Background: an optimization exercise with open tools, aiming at small area. Do not read the settings as production practice. In this exercise RTL edits were held to simulation tests only and were not proved equivalent to the original. No activity file was given, so power comes from the tool's default toggle rates.

### flow/flow/run.sh
#!/bin/bash
# Own layout flow: the standard ORFS flow (standard.sh) with these changes.
#  1. Synthesis: the standard synthesis runs first (standard_synth.log). Then
#     the RTL is synthesized again for area (flow/ownsynth.ys.in, ownsynth.log),
#     and flow/rename_ff.py gives its flip-flops the standard synthesis's
#     instance names (matched by register, i.e. Q net), checking that the
#     flip-flop sets match. If any of that fails, the standard netlist's
#     combinational gates are re-mapped instead (flow/resyn.ys.in, resyn.log).
#     The result replaces 1_2_yosys.v; the standard one is kept beside it.
#  2. Port buffers inserted at global placement are sky130_fd_sc_hd__buf_1.
#  3. Clock tree synthesis uses no dummy loads.
set -euo pipefail
here=$(pwd)
res=$here/orfs/results/$FLOW_PLATFORM/outCPLD/base
lib=$FLOW_HOME/platforms/$FLOW_PLATFORM/lib/sky130_fd_sc_hd__tt_025C_1v80.lib
abc='+\&get,-n;\&st;\&dch,-f;\&nf,-R,1000;\&put;\&get,-n;\&st;\&dch,-f;\&nf,-R,1000;\&put'

export BUFFER_PORTS_ARGS="-buffer_cell sky130_fd_sc_hd__buf_1"
export CTS_ARGS="-sink_clustering_enable -repair_clock_nets -sink_clustering_size 20 -sink_clustering_max_diameter 60 -buf_list {sky130_fd_sc_hd__clkbuf_8} -root_buf sky130_fd_sc_hd__clkbuf_2 -tree_buf sky130_fd_sc_hd__clkbuf_2 -dont_use_dummy_load"

bash standard.sh synth > standard_synth.log 2>&1

# the dont-use list the standard synthesis gave ABC
dontuse=$(grep -o -- '-dont_use [^ ]*' $here/orfs/logs/$FLOW_PLATFORM/outCPLD/base/1_2_yosys.log | sort -u | tr '\n' ' ')
cp $res/1_2_yosys.v $res/1_2_yosys_standard.v

subst() {
  sed -e "s|@LIB@|$lib|g" -e "s|@DESIGN@|$FLOW_DESIGN|g" -e "s|@TOP@|$FLOW_TOP|g" \
      -e "s|@DONTUSE@|$dontuse|g" -e "s|@ABC@|$abc|g" -e "s|@OUTDIR@|$res|g" \
      -e "s|@IN@|$res/1_2_yosys_standard.v|g" -e "s|@OUT@|$2|g" "$1"
}

ok=0
subst flow/ownsynth.ys.in $res/1_2_yosys_own.v > ownsynth.ys
if yosys -s ownsynth.ys > ownsynth.log 2>&1 &&
   python3 flow/rename_ff.py $res/1_2_yosys_standard.v $res/1_2_yosys_own.v $res/1_2_yosys_own_renamed.v > rename_ff.log 2>&1; then
  cp $res/1_2_yosys_own_renamed.v $res/1_2_yosys.v
  ok=1
fi
if [[ $ok != 1 ]]; then
  subst flow/resyn.ys.in $res/1_2_yosys.v > resyn.ys
  yosys -s resyn.ys > resyn.log 2>&1
fi
rm -f $res/1_synth.odb $res/1_synth.sdc

bash standard.sh finish > standard_finish.log 2>&1
### flow/flow/ownsynth.ys.in
read_verilog -sv @DESIGN@
hierarchy -check -top @TOP@
synth -flatten -top @TOP@ -nofsm -noshare
rename -hide w:*$func$*
dfflibmap -liberty @LIB@ @DONTUSE@
opt
setundef -zero
abc -liberty @LIB@ @DONTUSE@ -script "@ABC@"
splitnets
opt_clean -purge
hilomap -singleton -hicell sky130_fd_sc_hd__conb_1 HI -locell sky130_fd_sc_hd__conb_1 LO
insbuf -buf sky130_fd_sc_hd__buf_1 A X
tee -o @OUTDIR@/ownsynth_stat.txt stat -liberty @LIB@
write_verilog -noattr -noexpr -nohex -nodec @OUT@
design -reset
read_liberty -lib -ignore_miss_func @LIB@
read_verilog @OUT@
hierarchy -top @TOP@
tee -o @OUTDIR@/ownsynth_check.txt check -assert -mapped
### flow/flow/rename_ff.py
#!/usr/bin/env python3
"""rename_ff.py STANDARD.v OWN.v OUT.v

Gives each flip-flop in OWN.v the instance name that the flip-flop driving the
same Q net has in STANDARD.v. Fails (exit 1) unless both netlists have the
same number of flip-flops, on the same Q nets, with the same cell types."""
import re
import sys

FF = re.compile(r"(sky130_fd_sc_hd__(?:dfxtp|dfxbp|dfrtp|dfstp|edfxtp|sdfxtp)_\d+)\s+(\\\S+\s|[A-Za-z_]\w*)\s*\((.*?)\);", re.S)
Q = re.compile(r"\.Q\(\s*(\\\S+\s|[^\s()]+)\s*\)")


def flops(text):
    out = {}
    for m in FF.finditer(text):
        q = Q.search(m.group(3))
        if not q:
            sys.exit(f"no Q pin on {m.group(2)}")
        net = q.group(1).strip().lstrip("\\")
        if net in out:
            sys.exit(f"two flip-flops drive {net}")
        out[net] = (m.group(1), m.group(2).strip(), m)
    return out


std_text = open(sys.argv[1]).read()
own_text = open(sys.argv[2]).read()
std = flops(std_text)
own = flops(own_text)
if set(std) != set(own):
    sys.exit(f"flip-flop Q nets differ: {sorted(set(std) ^ set(own))[:10]}")
for net, (cell, _, _) in own.items():
    if std[net][0] != cell:
        sys.exit(f"cell type differs on {net}: {cell} vs {std[net][0]}")
names = [v[1] for v in std.values()]
if len(set(names)) != len(names):
    sys.exit("duplicate flip-flop names in the standard netlist")

pieces = []
pos = 0
for m in sorted((v[2] for v in own.values()), key=lambda m: m.start()):
    net = Q.search(m.group(3)).group(1).strip().lstrip("\\")
    name = std[net][1]
    if name.startswith("\\"):
        name += " "
    pieces.append(own_text[pos:m.start(2)])
    pieces.append(name)
    pos = m.end(2)
pieces.append(own_text[pos:])
new = "".join(pieces)
# every instance name must be unique
inst = re.findall(r"^\s*sky130_fd_sc_hd__\w+\s+(\\\S+|[A-Za-z_]\w*)\s*\(", new, re.M)
if len(set(inst)) != len(inst):
    sys.exit("instance names are not unique after renaming")
open(sys.argv[3], "w").write(new)
print(f"renamed {len(own)} flip-flops")
### flow/flow/resyn.ys.in
# Re-map the combinational logic of the standard synthesis netlist for area.
# The flip-flops are kept as they are (same cells, instance names and nets);
# only the gates between them are re-mapped by ABC with another script.
read_liberty -ignore_miss_func @LIB@
read_verilog @IN@
hierarchy -top @TOP@
setattr -mod -set keep_hierarchy 1 sky130_fd_sc_hd__dfxtp_1
flatten
delete t:$scopeinfo
rename -hide w:*.*
opt_clean
abc -liberty @LIB@ @DONTUSE@ -script "@ABC@"
splitnets
opt_clean -purge
hilomap -singleton -hicell sky130_fd_sc_hd__conb_1 HI -locell sky130_fd_sc_hd__conb_1 LO
insbuf -buf sky130_fd_sc_hd__buf_1 A X
tee -o @OUTDIR@/resyn_stat.txt stat -liberty @LIB@
select @TOP@
write_verilog -noattr -noexpr -nohex -nodec -selected @OUT@
design -reset
read_liberty -lib -ignore_miss_func @LIB@
read_verilog @OUT@
hierarchy -top @TOP@
tee -o @OUTDIR@/resyn_check.txt check -assert -mapped
### flow/standard.sh
#!/bin/bash
# synth_recipe.tcl (not shown) runs the flow's synth.tcl, then flattens the netlist and writes it again
# the make line also repeats each setting of config.mk as NAME=value (left out here)
make -C /OpenROAD-flow-scripts/flow DESIGN_CONFIG=/design/flow/config.mk WORK_HOME=/design/flow/orfs CLKGATE_MAP_FILE= SYNTH_SCRIPT=/design/flow/synth_recipe.tcl "${@:-finish}"
### flow/config.mk
export PLATFORM = sky130hd
export DESIGN_NAME = outCPLD
export DESIGN_NICKNAME = outCPLD
export VERILOG_FILES = /design/flow/design.v
export SDC_FILE = /design/flow/constraint.sdc
export NUM_CORES = 4
export LEC_CHECK = 0
export CAP_MARGIN = 0
export CORE_MARGIN = 2
export CORE_UTILIZATION = 60
export GPL_TIMING_DRIVEN = 0
export SLEW_MARGIN = 0
### flow/constraint.sdc
create_clock -name core_clock -period 5.0 [get_ports {pclk_50M}]
set_input_delay 1.0000 -clock core_clock [delete_from_list [all_inputs] [get_ports {pclk_50M}]]
set_output_delay 1.0000 -clock core_clock [all_outputs]
set_load 0.01 [all_outputs]
### flow/design.v
module outCPLD (
    input              pclk_50M,
    input        [1:8] outP,
    input       [1:28] out,
    output logic [1:8] eoutP,
    output logic [1:28] eout
);
  localparam logic [22:0] DONE  = 23'h14dd03;
  localparam logic [22:0] DMASK = 23'h3ffff9;
  logic [22:0] cnt1;
  logic [22:0] cnt2;
  logic [22:0] cnt3;
  logic [22:0] cnt4;
  logic [22:0] cnt5;
  logic [22:0] cnt6;
  logic [22:0] cnt7;
  logic [22:0] cnt8;
  always_ff @(posedge pclk_50M) begin
    cnt1 <= outP[1] ? {~cnt1[21:0], ~(cnt1[20] ^ cnt1[22])} : '1;
    cnt2 <= outP[2] ? {~cnt2[21:0], ~(cnt2[20] ^ cnt2[22])} : '1;
    cnt3 <= outP[3] ? {~cnt3[21:0], ~(cnt3[20] ^ cnt3[22])} : '1;
    cnt4 <= outP[4] ? {~cnt4[21:0], ~(cnt4[20] ^ cnt4[22])} : '1;
    cnt5 <= outP[5] ? {~cnt5[21:0], ~(cnt5[20] ^ cnt5[22])} : '1;
    cnt6 <= outP[6] ? {~cnt6[21:0], ~(cnt6[20] ^ cnt6[22])} : '1;
    cnt7 <= outP[7] ? {~cnt7[21:0], ~(cnt7[20] ^ cnt7[22])} : '1;
    cnt8 <= outP[8] ? {~cnt8[21:0], ~(cnt8[20] ^ cnt8[22])} : '1;
    eoutP[1] <= outP[1] & (eoutP[1] | ((cnt1 & DMASK) == (DONE & DMASK)));
    eoutP[2] <= outP[2] & (eoutP[2] | ((cnt2 & DMASK) == (DONE & DMASK)));
    eoutP[3] <= outP[3] & (eoutP[3] | ((cnt3 & DMASK) == (DONE & DMASK)));
    eoutP[4] <= outP[4] & (eoutP[4] | ((cnt4 & DMASK) == (DONE & DMASK)));
    eoutP[5] <= outP[5] & (eoutP[5] | ((cnt5 & DMASK) == (DONE & DMASK)));
    eoutP[6] <= outP[6] & (eoutP[6] | ((cnt6 & DMASK) == (DONE & DMASK)));
    eoutP[7] <= outP[7] & (eoutP[7] | ((cnt7 & DMASK) == (DONE & DMASK)));
    eoutP[8] <= outP[8] & (eoutP[8] | ((cnt8 & DMASK) == (DONE & DMASK)));
  end
  wire m_1_2 = ~outP[1];
  wire w_1_2 = m_1_2 & outP[2] & out[1];
  wire m_1_3 = m_1_2 & ~w_1_2;
  wire w_1_3 = m_1_3 & outP[3] & out[2];
  wire m_1_4 = m_1_3 & ~w_1_3;
  wire w_1_4 = m_1_4 & outP[4] & out[4];
  wire m_1_5 = m_1_4 & ~w_1_4;
  wire w_1_5 = m_1_5 & outP[5] & out[7];
  wire m_1_6 = m_1_5 & ~w_1_5;
  wire w_1_6 = m_1_6 & outP[6] & out[11];
  wire m_1_7 = m_1_6 & ~w_1_6;
  wire w_1_7 = m_1_7 & outP[7] & out[16];
  wire m_1_8 = m_1_7 & ~w_1_7;
  wire w_1_8 = m_1_8 & outP[8] & out[22];
  wire m_2_1 = ~outP[2];
  wire w_2_1 = m_2_1 & outP[1] & out[1];
  wire m_2_3 = m_2_1 & ~w_2_1;
  wire w_2_3 = m_2_3 & outP[3] & out[3];
  wire m_2_4 = m_2_3 & ~w_2_3;
  wire w_2_4 = m_2_4 & outP[4] & out[5];
  wire m_2_5 = m_2_4 & ~w_2_4;
  wire w_2_5 = m_2_5 & outP[5] & out[8];
  wire m_2_6 = m_2_5 & ~w_2_5;
  wire w_2_6 = m_2_6 & outP[6] & out[12];
  wire m_2_7 = m_2_6 & ~w_2_6;
  wire w_2_7 = m_2_7 & outP[7] & out[17];
  wire m_2_8 = m_2_7 & ~w_2_7;
  wire w_2_8 = m_2_8 & outP[8] & out[23];
  wire m_3_1 = ~outP[3];
  wire w_3_1 = m_3_1 & outP[1] & out[2];
  wire m_3_2 = m_3_1 & ~w_3_1;
  wire w_3_2 = m_3_2 & outP[2] & out[3];
  wire m_3_4 = m_3_2 & ~w_3_2;
  wire w_3_4 = m_3_4 & outP[4] & out[6];
  wire m_3_5 = m_3_4 & ~w_3_4;
  wire w_3_5 = m_3_5 & outP[5] & out[9];
  wire m_3_6 = m_3_5 & ~w_3_5;
  wire w_3_6 = m_3_6 & outP[6] & out[13];
  wire m_3_7 = m_3_6 & ~w_3_6;
  wire w_3_7 = m_3_7 & outP[7] & out[18];
  wire m_3_8 = m_3_7 & ~w_3_7;
  wire w_3_8 = m_3_8 & outP[8] & out[24];
  wire m_4_1 = ~outP[4];
  wire w_4_1 = m_4_1 & outP[1] & out[4];
  wire m_4_2 = m_4_1 & ~w_4_1;
  wire w_4_2 = m_4_2 & outP[2] & out[5];
  wire m_4_3 = m_4_2 & ~w_4_2;
  wire w_4_3 = m_4_3 & outP[3] & out[6];
  wire m_4_5 = m_4_3 & ~w_4_3;
  wire w_4_5 = m_4_5 & outP[5] & out[10];
  wire m_4_6 = m_4_5 & ~w_4_5;
  wire w_4_6 = m_4_6 & outP[6] & out[14];
  wire m_4_7 = m_4_6 & ~w_4_6;
  wire w_4_7 = m_4_7 & outP[7] & out[19];
  wire m_4_8 = m_4_7 & ~w_4_7;
  wire w_4_8 = m_4_8 & outP[8] & out[25];
  wire m_5_1 = ~outP[5];
  wire w_5_1 = m_5_1 & outP[1] & out[7];
  wire m_5_2 = m_5_1 & ~w_5_1;
  wire w_5_2 = m_5_2 & outP[2] & out[8];
  wire m_5_3 = m_5_2 & ~w_5_2;
  wire w_5_3 = m_5_3 & outP[3] & out[9];
  wire m_5_4 = m_5_3 & ~w_5_3;
  wire w_5_4 = m_5_4 & outP[4] & out[10];
  wire m_5_6 = m_5_4 & ~w_5_4;
  wire w_5_6 = m_5_6 & outP[6] & out[15];
  wire m_5_7 = m_5_6 & ~w_5_6;
  wire w_5_7 = m_5_7 & outP[7] & out[20];
  wire m_5_8 = m_5_7 & ~w_5_7;
  wire w_5_8 = m_5_8 & outP[8] & out[26];
  wire m_6_1 = ~outP[6];
  wire w_6_1 = m_6_1 & outP[1] & out[11];
  wire m_6_2 = m_6_1 & ~w_6_1;
  wire w_6_2 = m_6_2 & outP[2] & out[12];
  wire m_6_3 = m_6_2 & ~w_6_2;
  wire w_6_3 = m_6_3 & outP[3] & out[13];
  wire m_6_4 = m_6_3 & ~w_6_3;
  wire w_6_4 = m_6_4 & outP[4] & out[14];
  wire m_6_5 = m_6_4 & ~w_6_4;
  wire w_6_5 = m_6_5 & outP[5] & out[15];
  wire m_6_7 = m_6_5 & ~w_6_5;
  wire w_6_7 = m_6_7 & outP[7] & out[21];
  wire m_6_8 = m_6_7 & ~w_6_7;
  wire w_6_8 = m_6_8 & outP[8] & out[27];
  wire m_7_1 = ~outP[7];
  wire w_7_1 = m_7_1 & outP[1] & out[16];
  wire m_7_2 = m_7_1 & ~w_7_1;
  wire w_7_2 = m_7_2 & outP[2] & out[17];
  wire m_7_3 = m_7_2 & ~w_7_2;
  wire w_7_3 = m_7_3 & outP[3] & out[18];
  wire m_7_4 = m_7_3 & ~w_7_3;
  wire w_7_4 = m_7_4 & outP[4] & out[19];
  wire m_7_5 = m_7_4 & ~w_7_4;
  wire w_7_5 = m_7_5 & outP[5] & out[20];
  wire m_7_6 = m_7_5 & ~w_7_5;
  wire w_7_6 = m_7_6 & outP[6] & out[21];
  wire m_7_8 = m_7_6 & ~w_7_6;
  wire w_7_8 = m_7_8 & outP[8] & out[28];
  wire m_8_1 = ~outP[8];
  wire w_8_1 = m_8_1 & outP[1] & out[22];
  wire m_8_2 = m_8_1 & ~w_8_1;
  wire w_8_2 = m_8_2 & outP[2] & out[23];
  wire m_8_3 = m_8_2 & ~w_8_2;
  wire w_8_3 = m_8_3 & outP[3] & out[24];
  wire m_8_4 = m_8_3 & ~w_8_3;
  wire w_8_4 = m_8_4 & outP[4] & out[25];
  wire m_8_5 = m_8_4 & ~w_8_4;
  wire w_8_5 = m_8_5 & outP[5] & out[26];
  wire m_8_6 = m_8_5 & ~w_8_5;
  wire w_8_6 = m_8_6 & outP[6] & out[27];
  wire m_8_7 = m_8_6 & ~w_8_6;
  wire w_8_7 = m_8_7 & outP[7] & out[28];
  always_ff @(posedge pclk_50M) begin
    eout[1] <= w_1_2 | w_2_1;
    eout[2] <= w_1_3 | w_3_1;
    eout[3] <= w_2_3 | w_3_2;
    eout[4] <= w_1_4 | w_4_1;
    eout[5] <= w_2_4 | w_4_2;
    eout[6] <= w_3_4 | w_4_3;
    eout[7] <= w_1_5 | w_5_1;
    eout[8] <= w_2_5 | w_5_2;
    eout[9] <= w_3_5 | w_5_3;
    eout[10] <= w_4_5 | w_5_4;
    eout[11] <= w_1_6 | w_6_1;
    eout[12] <= w_2_6 | w_6_2;
    eout[13] <= w_3_6 | w_6_3;
    eout[14] <= w_4_6 | w_6_4;
    eout[15] <= w_5_6 | w_6_5;
    eout[16] <= w_1_7 | w_7_1;
    eout[17] <= w_2_7 | w_7_2;
    eout[18] <= w_3_7 | w_7_3;
    eout[19] <= w_4_7 | w_7_4;
    eout[20] <= w_5_7 | w_7_5;
    eout[21] <= w_6_7 | w_7_6;
    eout[22] <= w_1_8 | w_8_1;
    eout[23] <= w_2_8 | w_8_2;
    eout[24] <= w_3_8 | w_8_3;
    eout[25] <= w_4_8 | w_8_4;
    eout[26] <= w_5_8 | w_8_5;
    eout[27] <= w_6_8 | w_8_6;
    eout[28] <= w_7_8 | w_8_7;
  end
endmodule
==> results of run 1 <==
sequential cells by signal, summed over array words and instances (netlist names):
register and cells:
cnt6 23, cnt3 23, cnt1 23, cnt7 23, cnt5 23, cnt8 23
cnt2 23, cnt4 23, eout 28, eoutP 8
critical path, delay by kind of cell:
kind | cells | cell delay, ns
AO/OA/AOI/OAI | 2 | 0.36
buffers and inverters | 1 | 0.94
AND/OR/NAND/NOR | 9 | 1.37
power by group through the flow:
stage | clock network, mW | logic (mW) | registers (mW)
3_3_place_gp | 0 | 0.157 | 1.97
4_1_cts | 0.707 | 0.166 | 1.94
5_1_grt | 0.767 | 0.187 | 1.95
6_report | 0.686 | 0.162 | 1.94
3_5_place_dp | 0 | 0.165 | 1.98
2_1_floorplan | 0 | 0.0780 | 1.97
layer usage:
metal	up-vias	track usage	share of wire
met2	77	0.331	0.46
met1	1961	0.284	0.48
met5	-	0	0
li1	2163	-	-
met3	17	0.0343	0.038
met4	0	0.0476	0.017
layout make-up:
type | count | area [sq um] | share of cell area
sequential | 220 | 4400 | 0.654
tap | 133 | 166 | 0.0247
multi-input combinational | 376 | 1730 | 0.256
clock buffer | 14 | 166 | 0.0247
timing repair buffer | 72 | 277 | 0.0410
per-stage QoR:
| step | area, sq um | hold WS [ns] | util | power, mW |
|---|---|---|---|---|
| floorplan | 6130 | 0.343 | - | 2.05 |
| global placement | 6570 | 0.344 | 0.666 | 2.13 |
| detailed placement | 6570 | 0.350 | 0.666 | 2.14 |
| CTS | 6730 | 0.362 | 0.683 | 2.81 |
| global route | 6740 | 0.347 | 0.683 | 2.91 |
| finish | 6740 | 0.362 | 0.683 | 2.78 |
cells in the final DEF, fill, tap and decap left out, drive strengths merged, types with 2 or more instances in the layout:
| cell | n |
|---|---|
| o21ai | 7 |
| a21oi | 27 |
| o22ai | 2 |
| dfxtp | 220 |
| nor4 | 17 |
| and2 | 6 |
| nor3 | 14 |
| nand4 | 30 |
| buf | 68 |
| o21a | 8 |
| nand2 | 225 |
| xor2 | 8 |
| clkbuf | 18 |
| nand3 | 28 |
final timing paths:
check,start,endpoint,slack [ns],depth (start not counted)
max,outP[1],eout[28],1.82,12
min,cnt7[5],cnt7[6],0.36,1
max reg2reg,cnt6[9],eoutP[6],3.77,4
min reg2reg,cnt7[5],cnt7[6],0.36,1
==> reports/results.ini, run 1 <==
[status]
run_status=finished clean

[cells_and_area]
finalNetCount=721
final_antenna_diode_count=0
finish.cell_count_without_fillers=815
drive_gt1_frac=0.0279
fillCellCount=809
area_growth_pct=9.94

[sta]
finalSetupTns_ns=0
maxClockFrequency_mhz=314
finalHoldViolCount=0
tightest_slew_ns=1.32
report.final.slew_viol_count=0
setup-violations-final=0
grt_setup_unrepaired=false
postLayoutSetupSlackWorst_ns=1.82
clock_skew_ns=0.0515
period_needed_ns=3.18
min_period_over_period=0.636
slew-limit-headroom=0.119

[die]
die_height_microns=105
num_rows=36
coreArea_sq_mm=0.00986
dieWidth_microns=105
die_area_sq_mm=0.0110
num_io_pins=73
start_util=0.621

[setup_path]
worst_path_largest_cell_delay_ns=0.94
timing.critical_path.mode_cell=sky130_fd_sc_hd__nand3_1
crit_path_cell_trace=buf_1 -> a21oi_1 -> nand3_1 -> and2_0 -> nand3_1 -> nand2_1 -> a21oi_1 -> nand3_1 -> and2_0 -> nand3_1 -> nand4_1 -> nand2_1
setup.worst_path.start_class=primary input
criticalPathCategory=primary input to flop
arrival_ns=3.67
timing.critical_path.slowest_stage_cell=sky130_fd_sc_hd__buf_1
category_of_the_worst_setup_path_capture_point=flop
required_ns=5.49
worstPathMaxFanout=33

[cts]
cts_hold_buf=0
tritoncts_buffer_count=14
insertion_delay_ns=0.63
clkTransAtPathRegs_ns=0.12
clock_sinks=220
clk_root_buffer_cell=sky130_fd_sc_hd__clkbuf_2
postCtsResizedCells=0
clk_path_buf_depth=3
tritoncts=done
post-cts-setup-buffers=0
htreeDepth=1

[flow_run]
max_cap_violations=0

[power_and_ir_drop]
power.net_switching_mw=0.638
sw_frac_of_total=0.229
portion_of_total_power_attributed_to_the_clock_network=0.246
seqPwrFrac=0.695
vdd.ir_drop.worst_mv=0.283
power_density_mw_per_mm2=413
power_frac_comb=0.058
cellInternalPower_mw=2.15
p_leak_nw=2.86

[synthesis]
synth.net_count=633
synth.avg_cell_area_sq_um=10.3
synthesis.yosys.warnings=1
synthesis.area_sq_mm=0.00613
syn-instance-count=596

[detailed_routing]
drt-initial-drc-count=145
detail_route.wirelength_mm=11.0
routed_wire_length_per_instance_microns=13.5
routed-via-count=4218
route.antenna.remaining_nets=0
vias_per_cell=5.18
drc_errors=0
first_pass_iters=4

[global_routing]
global_route.usage.total=0.203
antenna_violations_before_repair=0
global_route_wire_length_before_repair_mm=18.3
grt_pass1_vias=3936
gr-total-overflow=0
largest_net_degree_at_the_start_of_global_routing=39

[placement]
dp.final_hpwl_mm=7.85
place.gp.congestion=0.739
numPlacedInstances=801
place.port_buffers=72
preCtsSetupSlack_ns=1.08

[hold_path]
holdCritPathClass=flop to flop

==> inputs of run 2 (changes only) <==
--- a/flow/flow/run.sh
+++ b/flow/flow/run.sh
@@ -17,5 +17,5 @@
 
 export BUFFER_PORTS_ARGS="-buffer_cell sky130_fd_sc_hd__buf_1"
-export CTS_ARGS="-sink_clustering_enable -repair_clock_nets -sink_clustering_size 20 -sink_clustering_max_diameter 60 -buf_list {sky130_fd_sc_hd__clkbuf_8} -root_buf sky130_fd_sc_hd__clkbuf_2 -tree_buf sky130_fd_sc_hd__clkbuf_2 -dont_use_dummy_load"
+export CTS_ARGS="-sink_clustering_enable -repair_clock_nets -sink_clustering_size 22 -sink_clustering_max_diameter 70 -buf_list {sky130_fd_sc_hd__clkbuf_8} -root_buf sky130_fd_sc_hd__clkbuf_2 -tree_buf sky130_fd_sc_hd__clkbuf_2 -dont_use_dummy_load"
 
 bash standard.sh synth > standard_synth.log 2>&1
--- a/flow/config.mk
+++ b/flow/config.mk
@@ -6,7 +6,7 @@
 export NUM_CORES = 4
 export LEC_CHECK = 0
-export CAP_MARGIN = 0
+export CAP_MARGIN = 20
 export CORE_MARGIN = 2
 export CORE_UTILIZATION = 60
 export GPL_TIMING_DRIVEN = 0
-export SLEW_MARGIN = 0
+export SLEW_MARGIN = 20
==> run 2 against run 1 <==
Effect of this change: critical path type unchanged; critical endpoint unchanged; largest power group unchanged; combinational power is essentially flat; cell count shrank 0.12%; cell area down 0.15%; via count shrank 0.28%; clock skew down 0.034 ns; clock power is 3.1% lower; maximum frequency up 24%; count of clock-buffer cells in the layout decreased by 1; global-route usage increased by 0.31 points.
==> reports/results.ini, run 2 <==
[detailed_routing]
drc_errors=0
routed-via-count=4206
vias_per_cell=5.17
route.antenna.remaining_nets=0
first_pass_iters=4
routed_wire_length_per_instance_microns=13.6
detail_route.wirelength_mm=11.0
drt-initial-drc-count=177

[sta]
grt_setup_unrepaired=false
setup-violations-final=0
finalSetupTns_ns=0
maxClockFrequency_mhz=389
slew-limit-headroom=0.543
report.final.slew_viol_count=0
tightest_slew_ns=0.685
finalHoldViolCount=0
postLayoutSetupSlackWorst_ns=2.43
clock_skew_ns=0.0174
period_needed_ns=2.57
min_period_over_period=0.515
final.hold.worst_slack_ns=0.376

[setup_path]
category_of_the_worst_setup_path_capture_point=flop
setup.worst_path.start_class=primary input
critPathLaunch=outP[7]
worst_path_largest_cell_delay_ns=0.32
buffers_plus_inverters_on_the_worst_setup_path=1
worstPathMaxFanout=33
timing.reg2reg.setup_slack_ns=3.75
timing.critical_path.slowest_stage_cell=sky130_fd_sc_hd__a21oi_1
origin_of_the_critical_flop_to_flop_path=cnt6[9]
timing.critical_path.mode_cell=sky130_fd_sc_hd__nand3_1
critPathTopFamily=simple AND/OR/NAND/NOR gates
criticalPathCategory=primary input to flop
worst_r2r_path_depth=4
crit_path_cell_trace=buf_2 -> a21oi_1 -> nand3_1 -> and2_0 -> nand3_1 -> nand2_1 -> a21oi_1 -> nand3_1 -> and2_0 -> nand3_1 -> nand4_1 -> nand2_1
required_ns=5.54
timing.critical_path.depth=12
arrival_ns=3.11

[die]
die_height_microns=105
start_util=0.621
dieWidth_microns=105
num_io_pins=73
coreArea_sq_mm=0.00986
die_area_sq_mm=0.0110
num_rows=36

[cts]
clkTransAtPathRegs_ns=0.12
htreeDepth=1
postCtsResizedCells=0
insertion_delay_ns=0.60
tritoncts_buffer_count=13
clock_sinks=220
clk_root_buffer_cell=sky130_fd_sc_hd__clkbuf_2
tritoncts=done
cts_hold_buf=0
post-cts-setup-buffers=0
clk_path_buf_depth=3

[power_and_ir_drop]
p_leak_nw=2.86
vdd.ir_drop.worst_mv=0.279
power_density_mw_per_mm2=411
total_power_mw=2.76

[global_routing]
grt_pass1_vias=4023
antenna_violations_before_repair=0
largest_net_degree_at_the_start_of_global_routing=39
global_route.usage.total=0.206
gr-total-overflow=0
global_route_wire_length_before_repair_mm=18.7

[placement]
place.port_buffers=72
place.gp.congestion=0.739
dp.final_hpwl_mm=7.81
preCtsSetupSlack_ns=1.84

[cells_and_area]
largest_register=eout
final_antenna_diode_count=0
fillCellCount=804
largest_register_ffs=28
final_core_utilization=0.682
final_common_cell=sky130_fd_sc_hd__nand2_1
commonest_cells_after_routing_fill_and_taps_aside=sky130_fd_sc_hd__nand2_1, sky130_fd_sc_hd__dfxtp_1, sky130_fd_sc_hd__buf_1
drive_gt1_frac=0.0308
finalNetCount=720
area_growth_pct=9.78

[status]
run_status=finished clean

[synthesis]
synthesis.area_sq_mm=0.00613
synth.avg_cell_area_sq_um=10.3
syn-instance-count=596
synthesis.yosys.warnings=1
synth.net_count=633

[hold_path]
worst_hold_path.num_cells=1
min_from=cnt8[2]
holdCritPathClass=flop to flop

[flow_run]
max_cap_violations=0

==> run 2: cell types whose count changed in the layout (fill, tap and decap cells not counted) <==
cell	change
sky130_fd_sc_hd__clkbuf_2	-4
sky130_fd_sc_hd__buf_2	+7
sky130_fd_sc_hd__buf_1	-3
sky130_fd_sc_hd__clkbuf_8	-1
==> run 2: layer usage <==
layer,vias to the layer above,part of all wire,global-route usage
li1,2162,-,-
met1,1965,0.48,0.288
met2,65,0.47,0.337
met3,14,0.041,0.0343
met4,0,0.014,0.0495
met5,-,0,0
==> run 2: final cells by class <==
type	count	area (sq um)	share of cell area
flip-flops and latches	220	4400	0.655
repair buffers	72	280	0.0417
clock buffers	13	153	0.0227
multi-input cells	376	1730	0.256
well taps	133	166	0.0247
==> run 2: power by group <==
part	internal [mW]	total [mW]	switching [mW]
sequential	1.88	1.94	0.0602
combinational	0.0561	0.162	0.106
clock	0.196	0.665	0.470
total	2.13	2.76	0.635
==> run 2: per-stage QoR <==
step	area (sq um)	instances
after global placement	6570	801
final	6730	814
after floorplan	6130	596
after CTS	6730	814
after global routing	6730	814
after detailed placement	6580	801
==> run 2: worst paths after layout <==
check | to
setup / recovery | eout[28]
hold / removal | cnt8[3]
setup reg to reg | eoutP[6]
hold reg to reg | cnt8[3]
==> inputs of run 3 (changes only) <==
--- a/flow/flow/run.sh
+++ b/flow/flow/run.sh
@@ -17,5 +17,5 @@
 
 export BUFFER_PORTS_ARGS="-buffer_cell sky130_fd_sc_hd__buf_1"
-export CTS_ARGS="-sink_clustering_enable -repair_clock_nets -sink_clustering_size 22 -sink_clustering_max_diameter 70 -buf_list {sky130_fd_sc_hd__clkbuf_8} -root_buf sky130_fd_sc_hd__clkbuf_2 -tree_buf sky130_fd_sc_hd__clkbuf_2 -dont_use_dummy_load"
+export CTS_ARGS="-sink_clustering_enable -repair_clock_nets -sink_clustering_size 37 -sink_clustering_max_diameter 70 -buf_list {sky130_fd_sc_hd__clkbuf_16} -root_buf sky130_fd_sc_hd__clkbuf_2 -tree_buf sky130_fd_sc_hd__clkbuf_2 -dont_use_dummy_load"
 
 bash standard.sh synth > standard_synth.log 2>&1
==> run 3 against run 2 <==
Effect of this change: register-to-register slack about the same; combinational power about the same; global-route usage about the same; first-iteration DRC count down 7.3%; sequential share of layout area down 0.60 points; clock skew up 0.044 ns; largest cell class unchanged; critical path depth unchanged; routed wire length down 0.60%; sequential power about the same; synthesized cell count unchanged.
==> reports/results.ini, run 3 <==
[synthesis]
syn-instance-count=596
synthesis.yosys.warnings=1
synth.avg_cell_area_sq_um=10.3
synth.net_count=633
synthesis.area_sq_mm=0.00613

[setup_path]
origin_of_the_critical_flop_to_flop_path=cnt6[9]
setup.worst_path.start_class=primary input
timing.reg2reg.setup_slack_ns=3.76
critPathLaunch=outP[1]
criticalPathCategory=primary input to flop
rr_endpoint=eoutP[6]
worst_r2r_path_depth=4
crit_path_cell_trace=buf_2 -> a21oi_1 -> nand3_1 -> and2_0 -> nand3_1 -> nand2_1 -> a21oi_1 -> nand3_1 -> and2_0 -> nand3_1 -> nand4_1 -> nand2_1
worstPathMaxFanout=33
timing.critical_path.mode_cell=sky130_fd_sc_hd__nand3_1
timing.critical_path.slowest_stage_cell=sky130_fd_sc_hd__a21oi_1
category_of_the_worst_setup_path_capture_point=flop
worst_path_largest_cell_delay_ns=0.33
arrival_ns=3.12
required_ns=5.57
setup.worst_path.end=eout[28]

[cts]
clock_sinks=220
post-cts-setup-buffers=0
clk_root_buffer_cell=sky130_fd_sc_hd__clkbuf_2
tritoncts_buffer_count=11
insertion_delay_ns=0.64
cts_hold_buf=0
tritoncts=done
clkTransAtPathRegs_ns=0.12
clk_path_buf_depth=3
htreeDepth=1
postCtsResizedCells=0

[detailed_routing]
drt-initial-drc-count=164
first_pass_iters=4
routed-via-count=4203
detail_route.wirelength_mm=11.0
routed_wire_length_per_instance_microns=13.5
route.antenna.remaining_nets=0
drc_errors=0
vias_per_cell=5.18

[die]
die_area_sq_mm=0.0110
die_height_microns=105
num_rows=36
num_io_pins=73
start_util=0.621
coreArea_sq_mm=0.00986
dieWidth_microns=105

[placement]
placed_area_sq_mm=0.00658
place.port_buffers=72
place.gp.congestion=0.739
preCtsSetupSlack_ns=1.84
dp.final_hpwl_mm=7.81

[power_and_ir_drop]
p_leak_nw=2.89
power_density_mw_per_mm2=422
vdd.ir_drop.worst_mv=0.301

[global_routing]
antenna_violations_before_repair=0
largest_net_degree_at_the_start_of_global_routing=39
global_route_wire_length_before_repair_mm=18.7
grt_pass1_vias=4012
global_route.usage.total=0.206
gr-total-overflow=0

[cells_and_area]
drive_gt1_frac=0.0280
finalNetCount=718
final_cell_area_sq_mm=0.00679
final_core_utilization=0.688
fillCellCount=796
commonest_cells_after_routing_fill_and_taps_aside=sky130_fd_sc_hd__nand2_1, sky130_fd_sc_hd__dfxtp_1, sky130_fd_sc_hd__buf_1
area_growth_pct=10.8
final_antenna_diode_count=0
largest_register=eout
largest_register_ffs=28
final_common_cell=sky130_fd_sc_hd__nand2_1

[sta]
min_period_over_period=0.512
slew-limit-headroom=0.535
setup-violations-final=0
tightest_slew_ns=0.698
final.hold.worst_slack_ns=0.314
finalSetupTns_ns=0
grt_setup_unrepaired=false
report.final.slew_viol_count=0
maxClockFrequency_mhz=391
finalHoldViolCount=0
clock_skew_ns=0.0614
period_needed_ns=2.56
postLayoutSetupSlackWorst_ns=2.44

[hold_path]
worst_hold_path.num_cells=1
holdCritPathClass=flop to flop

[status]
run_status=finished clean

[flow_run]
max_cap_violations=0

-- run 3: critical path: cells and delay by family --
kind                   cells  cell delay (ns)
buffers and inverters      1             0.28
AND/OR/NAND/NOR            9             1.30
AO/OA/AOI/OAI              2             0.54
-- run 3: power by group --
part,switching (mW),total [mW],internal [mW]
Combinational,0.106,0.162,0.0561
Clock,0.471,0.770,0.298
Sequential,0.0599,1.94,1.88
Total,0.637,2.87,2.23
-- run 3: through the flow --
stage	std cells	total power [mW]
3_5_place_dp	801	2.14
5_1_grt	812	3.00
6_report	812	2.87
4_1_cts	812	2.90
2_1_floorplan	596	2.05
3_3_place_gp	801	2.13
-- run 3: metal layers --
metal  routed length (microns)  vias to the layer above  GRT usage
met5                         0                        -          0
met4                       184                        0     0.0448
met3                       436                       13     0.0331
met2                      5100                       69      0.340
met1                      5260                     1965      0.289
li1                          -                     2156          -
-- run 3: cell type report --
type,count,area (sq um),share of cell area
flip-flops and latches,220,4400,0.648
well taps,133,166,0.0245
multi-input cells,376,1730,0.254
clock buffers,11,215,0.0317
repair buffers,72,280,0.0413
-- run 3: worst min-delay path by stage --
| stage | startpoint | endpoint |
|---|---|---|
| 3_5_place_dp | cnt8[1] | cnt8[2] |
| 2_1_floorplan | cnt1[1] | cnt1[2] |
| 5_1_grt | cnt1[9] | cnt1[10] |
| 4_1_cts | cnt1[9] | cnt1[10] |
| 3_3_place_gp | cnt4[1] | cnt4[2] |
| 6_report | cnt1[0] | cnt1[1] |

==> separate check: timing with driven ports <==
The flow's constraints put no driver on any port. The routed layouts listed below were extracted and timed again, unchanged, in two steps.
Step 1 (the two cells are an assumption about what drives the block):
set clk [get_ports {pclk_50M}]
set_driving_cell -lib_cell sky130_fd_sc_hd__clkbuf_16 $clk
set_driving_cell -lib_cell sky130_fd_sc_hd__buf_2 [delete_from_list [all_inputs] $clk]
Step 2 adds t to the input delays and takes it off the output delays; t is the mean of the earliest and latest rising clock arrival at the registers after step 1. Input paths then give back, and output paths get back, about the clock's delay inside the block.
Slacks: ideal / step 1 / step 2; pairs: ideal / step 1.
| run | t (ns) | slack for setup (ns) | slew at the worst register clock pin (ns) |
|---|---|---|---|
| run 1 | 0.633 | 1.819 / 1.820 / 1.187 | 0.12 / 0.12 |
| run 2 | 0.626 | 2.426 / 2.439 / 1.813 | 0.12 / 0.12 |
| run 3 | 0.641 | 2.441 / 2.454 / 1.813 | 0.12 / 0.12 |
After both steps setup and hold are still met in every run listed. The setup slack of run 1, which loses most, moves by +0.001 ns with the drivers and by -0.632 ns with both steps.
